From an optimization exercise on the open Yosys and OpenROAD flow, aimed at small area, a short achievable clock period and few clock cycles per item; shortcuts taken in it are not production practice. Function was checked by simulation only, so behaviour that the tests miss may differ from the original. Power figures rest on the tool's default switching activity, not on a simulated workload.

Design JAM, start of the top module:
module JAM (
    input CLK,
    input RST,
    output reg [2:0] W,
    output reg [2:0] J,
    input [6:0] Cost,
    output reg [3:0] MatchCount,
    output reg [9:0] MinCost,
    output Valid
);
Size: ~1900 cells after synthesis, ~330 flip-flops, ~30 I/O pins, about 18000 um^2 of cells after synthesis.
clock: 9.0 ns
lec_check: 0
abc_area: 1
cap_margin: 20
core_margin: 2
core_utilization: 55
place_density: 0.7
setup_slack_margin: 5
slew_margin: 20
standard.sh (not shown) runs the stock make flow with config.mk's settings and CLKGATE_MAP_FILE= SYNTH_SCRIPT=/design/flow/synth_recipe.tcl, a recipe that flattens the netlist after the stock synthesis.
==> flow/flow/run.sh <==
#!/bin/bash
set -euo pipefail
MARGIN=${MARGIN:-7}
sed "s/SETUP_SLACK_MARGIN=[0-9.]*/SETUP_SLACK_MARGIN=${MARGIN}/" standard.sh > standard_margin.sh
grep -q "SETUP_SLACK_MARGIN=${MARGIN}" standard_margin.sh
bash standard_margin.sh > flow.log 2>&1
The first run completed without violations.
Testbench counts at the start, summed over its fixed seeds: cycles 3,785, jobs 12.
Change:
==> flow/run.sh (new file) <==
#!/bin/bash
# synth_recipe.tcl (not shown) runs the flow's synth.tcl, then flattens the netlist and writes it again
# the make line also repeats each setting of config.mk as NAME=value (left out here)
make -C /OpenROAD-flow-scripts/flow DESIGN_CONFIG=/design/flow/config.mk WORK_HOME=/design/flow/orfs CLKGATE_MAP_FILE= SYNTH_SCRIPT=/design/flow/synth_recipe.tcl finish
--- a/flow/config.mk
+++ b/flow/config.mk
@@ -8 +8 @@
-export ABC_AREA = 1
+export ABC_CLOCK_PERIOD_IN_PS = 4500
@@ -11,3 +11,3 @@
-export CORE_UTILIZATION = 55
-export PLACE_DENSITY = 0.7
-export SETUP_SLACK_MARGIN = 5
+export CORE_UTILIZATION = 40
+export PLACE_DENSITY = 0.6
+export SETUP_SLACK_MARGIN = 4
removed: flow/flow/run.sh
removed: flow/standard.sh
What happened: Wire length drops by 24%. Synthesized area increases by about 1%. Non-clock buffer count falls by 259. Synthesized cell count shrinks by 20%. Design area shrinks by 19%. Worst setup slack got worse by 0.79 ns. Clock-buffer cell count went down by 2.
Change:
--- a/flow/config.mk
+++ b/flow/config.mk
@@ -8 +8 @@
-export ABC_CLOCK_PERIOD_IN_PS = 4500
+export ABC_AREA = 1
@@ -11,3 +11,3 @@
-export CORE_UTILIZATION = 40
-export PLACE_DENSITY = 0.6
-export SETUP_SLACK_MARGIN = 4
+export CORE_UTILIZATION = 55
+export PLACE_DENSITY = 0.7
+export SETUP_SLACK_MARGIN = 5
Result:
- The new run completed without violations
- sequential power hardly moves
- worst setup slack improved by 0.85 ns
- routed wire length is about the same
Change:
--- a/flow/config.mk
+++ b/flow/config.mk
@@ -8 +8 @@
-export ABC_AREA = 1
+export ABC_CLOCK_PERIOD_IN_PS = 3500
@@ -11,2 +11,2 @@
-export CORE_UTILIZATION = 55
-export PLACE_DENSITY = 0.7
+export CORE_UTILIZATION = 40
+export PLACE_DENSITY = 0.6
Result:
- The changed run ran to the end with no violations
- hold slack improved by 0.026 ns
- design area is higher by 4.5%
- setup slack got worse by 0.36 ns
- final cell count is lower by about 7%
- utilization is lower by 16 points

* * *

== before ==
Starting RTL as in the previous note.
clock: 9.0 ns
lec_check: 0
abc_area: 1
cap_margin: 20
core_margin: 2
core_utilization: 40
place_density: 0.6
setup_slack_margin: 5
slew_margin: 20
run.sh (not shown) runs the stock make flow with config.mk's settings and CLKGATE_MAP_FILE= SYNTH_SCRIPT=/design/flow/synth_recipe.tcl, a recipe that flattens the netlist after the stock synthesis.
Stock flow here: none of the scripts above is used.
Every stage of the flow completed for before, and the final layout passed the timing, DRC and antenna checks.
Testbench counts of before, summed over its fixed seeds: cycles 3,785, jobs 12.
Input changes introduced in after (baseline for comparison: before):
Settings: CAP_MARGIN changed from 20 to 5; PLACE_DENSITY changed from 0.6 to 0.8; SLEW_MARGIN changed from 20 to 5; CORE_UTILIZATION changed from 40 to 65.
after: full flow OK, the timing, DRC and antenna checks passed
before reports its kind of critical path as register to primary output while after reports register to register.
Of before and after, before shows the lower worst hold slack, with after above it.
after vs. before: share of the clock period used by the worst path went down by 0.39 points.
after: cell area after placement lower than before
Lower placer's final routability congestion estimate goes to before over after.
The final layout net count was comparable across before and after.
On sequential cell area, before and after are basically level.
Summary of after over before: portion of total power attributed to the clock network now sits lower; average routed wire per standard cell now sits higher; via count now sits higher.

* * *

JAM, a different RTL version from the one above (not shown whole).
Size in the first run: about 1600 cells after synthesis, roughly 320 flip-flops, ~30 I/O pins, ~0.018 mm^2 of cells after synthesis.
==> flow/config.mk <==
export PLATFORM = sky130hd
export DESIGN_NAME = JAM
export DESIGN_NICKNAME = JAM
export VERILOG_FILES = /design/flow/design.v
export SDC_FILE = /design/flow/constraint.sdc
export NUM_CORES = 4
export LEC_CHECK = 0
export ABC_CLOCK_PERIOD_IN_PS = 3500
export CAP_MARGIN = 20
export CORE_MARGIN = 2
export CORE_UTILIZATION = 60
export GPL_TIMING_DRIVEN = 1
export PLACE_DENSITY = 0.75
export SETUP_SLACK_MARGIN = 5
export SLEW_MARGIN = 20
export TNS_END_PERCENT = 100
==> flow/constraint.sdc <==
create_clock -name core_clock -period 9.0 [get_ports {CLK}]
set_input_delay 1.8000 -clock core_clock [delete_from_list [all_inputs] [get_ports {CLK}]]
set_output_delay 1.8000 -clock core_clock [all_outputs]
set_load 0.01 [all_outputs]
The first run ran to the end with no violations.
Testbench counts at the start, summed over its fixed seeds: cycles 3,785, jobs 12.
Change:
CORE_UTILIZATION = 40   (was 60)
GPL_TIMING_DRIVEN = unset   (was 1)
PLACE_DENSITY = 0.6   (was 0.75)
TNS_END_PERCENT = unset   (was 100)
What happened: The new run ran to the end with no violations. Final area rises by 1.8%. Wire length goes up by 0.46%. Setup slack improved by 110 ps. Hold slack degrades by 36 ps. Die area increases by 49%. Critical path depth grows by 1.

[port drivers added, routing unchanged]
In the flow no input, the clock included, has a driving cell. The finished layouts below were timed again as built, in two steps.
Step 1: set_driving_cell puts a clkbuf_16 on CLK and a buf_2 on each other input, an assumption about the parent block.
Step 2, shift: input delay + t, output delay - t, t = (earliest + latest rising clock arrival at the registers) / 2. This alone moves slack from input paths to output paths.
a / b / c = no drivers / after step 1 / after step 2; a / b = the first two.
| run | shift t [ns] | slack for setup (ns) | worst slew at a driven data input, ns |
|---|---|---|---|
| the first run of note 1 | 0.584 | 4.995 / 4.995 / 4.995 | 0.04 |
| the second run of note 1 | 0.583 | 4.208 / 4.208 / 4.208 | 0.03 |
| the third run of note 1 | 0.585 | 5.061 / 5.059 / 4.474 | 0.07 |
| the fourth run of note 1 | 0.584 | 4.697 / 4.697 / 4.697 | 0.04 |
| before | 0.609 | 4.959 / 4.903 / 4.525 | 0.06 |
| after | 0.578 | 4.994 / 4.994 / 4.617 | 0.05 |
| the first run of note 3 | 0.578 | 4.650 / 4.650 / 4.328 | 0.04 |
| the second run of note 3 | 0.591 | 4.757 / 4.757 / 4.306 | 0.03 |
After both steps setup and hold are still met in every run listed. The setup slack of the third run of note 1, which loses most, moves by -0.002 ns with the drivers and by -0.587 ns with both steps.
